This is an optimization exercise on Yosys and OpenROAD, whose aim is small area, a short achievable clock period and few clock cycles per item, not a production implementation.

## old
## Divider_Modulo
module Divider_Modulo (clk , reset, mode, valid_in, divisor, dividend, result, valid_out);
==> module Divider_Modulo, before the edit <==
module Divider_Modulo (clk , reset, mode, valid_in, divisor, dividend, result, valid_out);
input wire clk, reset, mode, valid_in;
input wire [31:0] dividend;
input wire [15:0] divisor;
output reg valid_out;
output wire [31:0] result;
localparam [16:0] CUT = 17'b0_0100_1001_0010_0100;
reg        v_in;
reg        m_in;
reg [31:0] dd_in;
reg [14:0] dv_in;
always @(posedge clk or posedge reset)
	if (reset) v_in <= 1'b0;
	else       v_in <= valid_in;
always @(posedge clk) begin
	m_in  <= mode;
	dd_in <= dividend;
	dv_in <= divisor[14:0];
end
wire [14:0] p   [0:17];
wire [16:0] s   [0:17];
wire [14:0] d   [0:17];
wire        m   [0:17];
wire        v   [0:17];
assign p[0] = dd_in[31:17];
assign s[0] = dd_in[16:0];
assign d[0] = dv_in;
assign m[0] = m_in;
assign v[0] = v_in;
genvar i;
generate for (i = 0; i < 17; i = i + 1) begin : row
	wire [14:0] p_n;
	wire        q_n;
	Divider_row r (
		.divisor (d[i]),
		.p_in    (p[i]),
		.bit_in  (s[i][16]),
		.p_out   (p_n),
		.q_out   (q_n)
	);
	if (CUT[i]) begin : cut
		reg [14:0] p_r;
		reg [16:0] s_r;
		reg [14:0] d_r;
		reg        m_r;
		reg        v_r;
		always @(posedge clk or posedge reset)
			if (reset) v_r <= 1'b0;
			else       v_r <= v[i];
		always @(posedge clk) begin
			p_r <= p_n;
			s_r <= {s[i][15:0], q_n};
			d_r <= d[i];
			m_r <= m[i];
		end
		assign p[i+1] = p_r;
		assign s[i+1] = s_r;
		assign d[i+1] = d_r;
		assign m[i+1] = m_r;
		assign v[i+1] = v_r;
	end else begin : nocut
		assign p[i+1] = p_n;
		assign s[i+1] = {s[i][15:0], q_n};
		assign d[i+1] = d[i];
		assign m[i+1] = m[i];
		assign v[i+1] = v[i];
	end
end endgenerate
reg [16:0] res_r;
always @(posedge clk or posedge reset)
	if (reset) valid_out <= 1'b0;
	else       valid_out <= v[17];
always @(posedge clk)
	res_r <= m[17] ? {2'b0, p[17]} : s[17];
assign result = {15'b0, res_r};
endmodule
export LEC_CHECK = 0
export ABC_AREA = 1
export CAP_MARGIN = 20
export CORE_MARGIN = 2
export CORE_UTILIZATION = 40
export SLEW_MARGIN = 20
create_clock -name core_clock -period 25.0 [get_ports {clk}]
run.sh (not shown) runs the stock make flow with config.mk's settings and CLKGATE_MAP_FILE= SYNTH_SCRIPT=/design/flow/synth_recipe.tcl, a recipe that flattens the netlist after the stock synthesis.
Per the final summary, old finished and its layout is clean on timing, DRC and antenna.
Modified inputs, new compared to old
diff --git a/flow/design.v b/flow/design.v
--- a/flow/design.v
+++ b/flow/design.v
@@ -20,9 +20,9 @@
 input wire [31:0] dividend;
 input wire [15:0] divisor;
 output reg valid_out;
 output wire [31:0] result;
-localparam [16:0] CUT = 17'b0_0100_1001_0010_0100;
+localparam [16:0] CUT = 17'b0_1010_1010_1010_1010;
 reg        v_in;
 reg        m_in;
 reg [31:0] dd_in;
 reg [14:0] dv_in;
- Compared with old, new degrades total die area.
- When new is set beside old, its number of sinks driven by the clock tree turns out to be 147 larger.
- Wire length on met2 delta for new relative to old: about 11% higher
- reg2reg as the start-to-end type of the worst setup path was reported by old, and reg2out by new.
- The average via count per standard cell of new falls short of that of old by about 2.3%.
- From old to new the numbers moved as follows: number of global-route vias before repair higher; net count of the finished layout higher.
Function was not checked in any run of this note: the RTL went through the layout flow alone.

* * *

The RTL this note starts from:
==> flow/design.v <==
module cas (divisor, dividend, quotient, cin, cout, remainder);
input wire divisor, dividend, quotient, cin;
output wire cout, remainder;
assign remainder = (quotient ^ divisor) ^ dividend ^ cin;
assign cout = ((quotient ^ divisor)&dividend) | ((quotient ^ divisor)&cin) | (cin&dividend);
endmodule
module Divider_row(divisor, p_in, bit_in, p_out, q_out);
input  [14:0] divisor;
input  [14:0] p_in;
input         bit_in;
output [14:0] p_out;
output        q_out;
wire [15:0] shifted = {p_in, bit_in};
wire [16:0] diff    = {1'b0, shifted} - {2'b0, divisor};
assign q_out = ~diff[16];
assign p_out = q_out ? diff[14:0] : shifted[14:0];
endmodule
module Divider_Modulo (clk , reset, mode, valid_in, divisor, dividend, result, valid_out);
input wire clk, reset, mode, valid_in;
input wire [31:0] dividend;
input wire [15:0] divisor;
output reg valid_out;
output wire [31:0] result;
localparam [16:0] CUT = 17'b0_1010_1010_1010_1010;
reg        v_in;
reg        m_in;
reg [31:0] dd_in;
reg [14:0] dv_in;
always @(posedge clk or posedge reset)
	if (reset) v_in <= 1'b0;
	else       v_in <= valid_in;
always @(posedge clk) begin
	m_in  <= mode;
	dd_in <= dividend;
	dv_in <= divisor[14:0];
end
wire [14:0] p   [0:17];
wire [16:0] s   [0:17];
wire [14:0] d   [0:17];
wire        m   [0:17];
wire        v   [0:17];
assign p[0] = dd_in[31:17];
assign s[0] = dd_in[16:0];
assign d[0] = dv_in;
assign m[0] = m_in;
assign v[0] = v_in;
genvar i;
generate for (i = 0; i < 17; i = i + 1) begin : row
	wire [14:0] p_n;
	wire        q_n;
	Divider_row r (
		.divisor (d[i]),
		.p_in    (p[i]),
		.bit_in  (s[i][16]),
		.p_out   (p_n),
		.q_out   (q_n)
	);
	if (CUT[i]) begin : cut
		reg [14:0] p_r;
		reg [16:0] s_r;
		reg [14:0] d_r;
		reg        m_r;
		reg        v_r;
		always @(posedge clk or posedge reset)
			if (reset) v_r <= 1'b0;
			else       v_r <= v[i];
		always @(posedge clk) begin
			p_r <= p_n;
			s_r <= {s[i][15:0], q_n};
			d_r <= d[i];
			m_r <= m[i];
		end
		assign p[i+1] = p_r;
		assign s[i+1] = s_r;
		assign d[i+1] = d_r;
		assign m[i+1] = m_r;
		assign v[i+1] = v_r;
	end else begin : nocut
		assign p[i+1] = p_n;
		assign s[i+1] = {s[i][15:0], q_n};
		assign d[i+1] = d[i];
		assign m[i+1] = m[i];
		assign v[i+1] = v[i];
	end
end endgenerate
reg [16:0] res_r;
always @(posedge clk or posedge reset)
	if (reset) valid_out <= 1'b0;
	else       valid_out <= v[17];
always @(posedge clk)
	res_r <= m[17] ? {2'b0, p[17]} : s[17];
assign result = {15'b0, res_r};
endmodule
==> flow/config.mk <==
export PLATFORM = sky130hd
export DESIGN_NAME = Divider_Modulo
export DESIGN_NICKNAME = Divider_Modulo
export VERILOG_FILES = /design/flow/design.v
export SDC_FILE = /design/flow/constraint.sdc
export NUM_CORES = 4
export LEC_CHECK = 0
export CAP_MARGIN = 20
export CORE_MARGIN = 2
export CORE_UTILIZATION = 40
export SLEW_MARGIN = 20
==> flow/constraint.sdc <==
create_clock -name core_clock -period 25.0 [get_ports {clk}]
set_input_delay 5.0000 -clock core_clock [delete_from_list [all_inputs] [get_ports {clk}]]
set_output_delay 5.0000 -clock core_clock [all_outputs]
set_load 0.01 [all_outputs]
==> next run, changes <==
--- a/flow/design.v
+++ b/flow/design.v
@@ -20,9 +20,9 @@
 input wire [31:0] dividend;
 input wire [15:0] divisor;
 output reg valid_out;
 output wire [31:0] result;
-localparam [16:0] CUT = 17'b0_1010_1010_1010_1010;
+localparam [16:0] CUT = 17'b0_0100_1001_0010_0100;
 reg        v_in;
 reg        m_in;
 reg [31:0] dd_in;
 reg [14:0] dv_in;
Non-clock buffer count grows by 3.
Via count shrinks by 4.9%.
Wire length shrinks by 0.79%.
Cell area shrinks by 12%.
Die area shrinks by 11%.
Synthesized area shrinks by 12%.
No run of this note included a check of the RTL's function; only the layout flow was run.

* * *

RTL: the design.v shown in full above, as it stands there.
clock: 25.0 ns
lec_check: 0
abc_clock_period_in_ps: 5500
cap_margin: 20
core_margin: 2
core_utilization: 40
slew_margin: 20
Then changed:
--- a/flow/design.v
+++ b/flow/design.v
@@ -18,13 +18,13 @@
 module Divider_Modulo (clk , reset, mode, valid_in, divisor, dividend, result, valid_out);
 input wire clk, reset, mode, valid_in;
 input wire [31:0] dividend;
 input wire [15:0] divisor;
 output reg valid_out;
 output wire [31:0] result;
-localparam [16:0] CUT = 17'b0_1010_1010_1010_1010;
+localparam [16:0] CUT = 17'b0_0100_1001_0010_0100;
 reg        v_in;
 reg        m_in;
 reg [31:0] dd_in;
 reg [14:0] dv_in;
 always @(posedge clk or posedge reset)
 	if (reset) v_in <= 1'b0;
After rerunning: Routed wire length decreases by about 0.8%; count of clock-buffer cells in the layout decreases by 27; synthesized area decreases by about 12%; final area decreases by 12%; core utilization decreases by 0.45 points; sequential share of layout area decreases by 7.8 points; worst hold slack improved by 0.0096 ns; fmax decreases by 33%; worst setup slack got worse by 3.1 ns; via count decreases by 4.9%; synthesized cell count decreases by 6.7%.
No functional check of the RTL was part of any run of this note.

==> re-timing with driven ports <==
In the flow no input, the clock included, has a driving cell. The finished layouts below were timed again as built, in two steps. Step 1, drivers: a clkbuf_16 drives clk and a buf_2 each remaining input, both assumed. Step 2 times the ports against the registers' clock, not the clock port: input delays grow and output delays shrink by t, the midpoint of the rising clock arrivals with the driver on. Slacks: no drivers / after step 1 / after step 2; pairs: no drivers / after step 1.
| run | t (ns) | setup WS [ns] | hold WS [ns] | worst setup path at the end |
|---|---|---|---|---|
| old | 0.610 | 17.694 / 17.694 / 17.694 | 0.313 / 0.313 / 0.313 | register to register |
| new | 0.668 | 18.554 / 18.493 / 19.161 | 0.304 / 0.304 / 0.304 | register to output |
| the first run of note 2 | 0.643 | 18.555 / 18.495 / 18.583 | 0.314 / 0.314 / 0.314 | register to register |
| the second run of note 2 | 0.582 | 15.426 / 15.426 / 15.426 | 0.323 / 0.323 / 0.323 | register to register |
| the first run of note 3 | 0.643 | 18.555 / 18.495 / 18.583 | 0.314 / 0.314 / 0.314 | register to register |
| the second run of note 3 | 0.582 | 15.426 / 15.426 / 15.426 | 0.323 / 0.323 / 0.323 | register to register |
After both steps every run listed still meets setup and hold.
